Source: an optimization exercise on an open RTL-to-GDS flow (aim: small area). Production flows keep margins and buffers that such runs may drop.
Only simulation tests tie the RTL to the original design; equivalence was not proved.
No driver is modelled on the clock port, so clocking that relies on it looks cheaper here than on a real chip.
Power figures rest on the tool's default switching activity, not on a simulated workload.

run 1:
## I2CDevice
module I2CDevice(
	input i_clk,
	input i_rst,
	input [3:0] i_sw,
	input i_scl,
	input i_sda,
	output o_sda_oe,
	output o_sda_out,
	output [7:0] o_led);
Size in the first run: roughly 110 flip-flops, ~18 I/O pins, roughly 3400 um2 of cells after synthesis.
==> flow/config.mk <==
export PLATFORM = sky130hd
export DESIGN_NAME = I2CDevice
export DESIGN_NICKNAME = I2CDevice
export VERILOG_FILES = /design/flow/design.v
export SDC_FILE = /design/flow/constraint.sdc
export NUM_CORES = 4
export LEC_CHECK = 0
export CAP_MARGIN = 20
export CORE_MARGIN = 2
export CORE_UTILIZATION = 60
export CTS_BUF_LIST = sky130_fd_sc_hd__clkbuf_4 sky130_fd_sc_hd__clkbuf_8
export SLEW_MARGIN = 20
export SYNTH_HIERARCHICAL = 1
==> flow/constraint.sdc <==
create_clock -name core_clock -period 5.0 [get_ports {i_clk}]
set_input_delay 1.0000 -clock core_clock [delete_from_list [all_inputs] [get_ports {i_clk}]]
set_output_delay 1.0000 -clock core_clock [all_outputs]
set_load 0.01 [all_outputs]
standard.sh (not shown) runs the stock make flow with config.mk's settings and CLKGATE_MAP_FILE= SYNTH_SCRIPT=/design/flow/synth_recipe.tcl, a recipe that flattens the netlist after the stock synthesis.
==> flow/flow/run.sh <==
#!/bin/bash
# Standard ORFS layout (the standard.sh, standard synthesis unchanged) with
# area-oriented knobs: minimum-size port buffers, combinational cells downsized
# before repair_design, no CTS dummy loads, clock buffers downsized after CTS
# where the clock slew allows, and power (area) recovery after
# global routing. The full log of each ORFS step is in orfs/logs/; this
# script's own output is in standard_flow.log.
set -euo pipefail
export BUFFER_PORTS_ARGS="-buffer_cell sky130_fd_sc_hd__buf_1"
export PRE_RESIZE_TCL="$PWD/flow/downsize.tcl"
export CTS_ARGS="-sink_clustering_enable -repair_clock_nets -dont_use_dummy_load -buf_list {sky130_fd_sc_hd__clkbuf_2 sky130_fd_sc_hd__clkbuf_4 sky130_fd_sc_hd__clkbuf_8} -sink_clustering_size 8 -sink_clustering_max_diameter 25"
export POST_CTS_TCL="$PWD/flow/clock_downsize.tcl"
export CLK_SLEW_TARGET=0.120
export RECOVER_POWER=100
bash standard.sh > standard_flow.log 2>&1
Other scripts of this flow, unchanged in this note and not shown: flow/flow/clock_downsize.tcl, flow/flow/downsize.tcl
Run 1 | stages: all done | timing, DRC, antenna: all pass
Here is what was changed in the inputs of run 2 compared with run 1.
--- a/flow/flow/run.sh
+++ b/flow/flow/run.sh
@@ -11 +11 @@
-export CTS_ARGS="-sink_clustering_enable -repair_clock_nets -dont_use_dummy_load -buf_list {sky130_fd_sc_hd__clkbuf_2 sky130_fd_sc_hd__clkbuf_4 sky130_fd_sc_hd__clkbuf_8} -sink_clustering_size 8 -sink_clustering_max_diameter 25"
+export CTS_ARGS="-sink_clustering_enable -repair_clock_nets -dont_use_dummy_load -buf_list {sky130_fd_sc_hd__clkbuf_4 sky130_fd_sc_hd__clkbuf_8} -sink_clustering_size 12 -sink_clustering_max_diameter 40 -sink_clustering_buffer sky130_fd_sc_hd__clkbuf_4 -sink_clustering_levels 1"
Results
- Per the final summary, run 2 finished and its layout is clean on timing, DRC and antenna.
- The cell area of run 1 and that of run 2 are within noise of each other.
- From run 1 to run 2, area growth from synthesis to layout did not move at all.
- Comparing run 1 against run 2, there is no change at all in achievable frequency.
Input-level comparison between run 3 and run 2:
--- a/flow/flow/run.sh
+++ b/flow/flow/run.sh
@@ -11 +11 @@
-export CTS_ARGS="-sink_clustering_enable -repair_clock_nets -dont_use_dummy_load -buf_list {sky130_fd_sc_hd__clkbuf_4 sky130_fd_sc_hd__clkbuf_8} -sink_clustering_size 12 -sink_clustering_max_diameter 40 -sink_clustering_buffer sky130_fd_sc_hd__clkbuf_4 -sink_clustering_levels 1"
+export CTS_ARGS="-sink_clustering_enable -repair_clock_nets -dont_use_dummy_load -buf_list {sky130_fd_sc_hd__clkbuf_4 sky130_fd_sc_hd__clkbuf_8}"
--- a/flow/config.mk
+++ b/flow/config.mk
@@ -10 +10 @@
-export CORE_UTILIZATION = 60
+export CORE_UTILIZATION = 80
@@ -11,0 +12 @@
+export PLACE_DENSITY = 0.85
Notes after the runs:
- Combinational power (higher): run 3
- Taking run 2 as the reference, in run 3 setup slack after placement went down by 0.028 ns; clock period minus worst slack went up by 0.095 ns; cell-internal power was more or less identical; wire length went up by 520 um; first-pass GRT wire length went up by about 9%.
- Run 3 against run 2: signed area change from the synthesized netlist to the final layout went down by 0.80 points, upper clock frequency limit went down by 4.1%, post-detailed-placement half-perimeter wirelength went up by about 15%.

==> re-timing with driven ports <==
How much do the figures lean on ideal ports? The routed layouts below were timed once more, with nothing changed but the port constraints.
Step 1 (the two cells are an assumption about what drives the block):
set clk [get_ports {i_clk}]
set_driving_cell -lib_cell sky130_fd_sc_hd__clkbuf_16 $clk
set_driving_cell -lib_cell sky130_fd_sc_hd__buf_2 [delete_from_list [all_inputs] $clk]
Step 2 also shifts input and output timing later by t, the mid clock arrival at the registers, as if the neighbouring blocks saw the same clock.
Slacks: no drivers / after step 1 / after step 2; pairs: no drivers / after step 1.
run	shift t [ns]	slack for setup (ns)	hold slack, ns	clock arrival spread, ns
run 1	0.446	2.781 / 2.781 / 2.557	0.352 / 0.352 / 0.352	0.034 / 0.034
run 2	0.446	2.781 / 2.781 / 2.557	0.352 / 0.352 / 0.352	0.034 / 0.034
run 3	0.444	2.686 / 2.686 / 2.510	0.366 / 0.366 / 0.366	0.028 / 0.028
After both steps setup and hold are still met in every run listed.
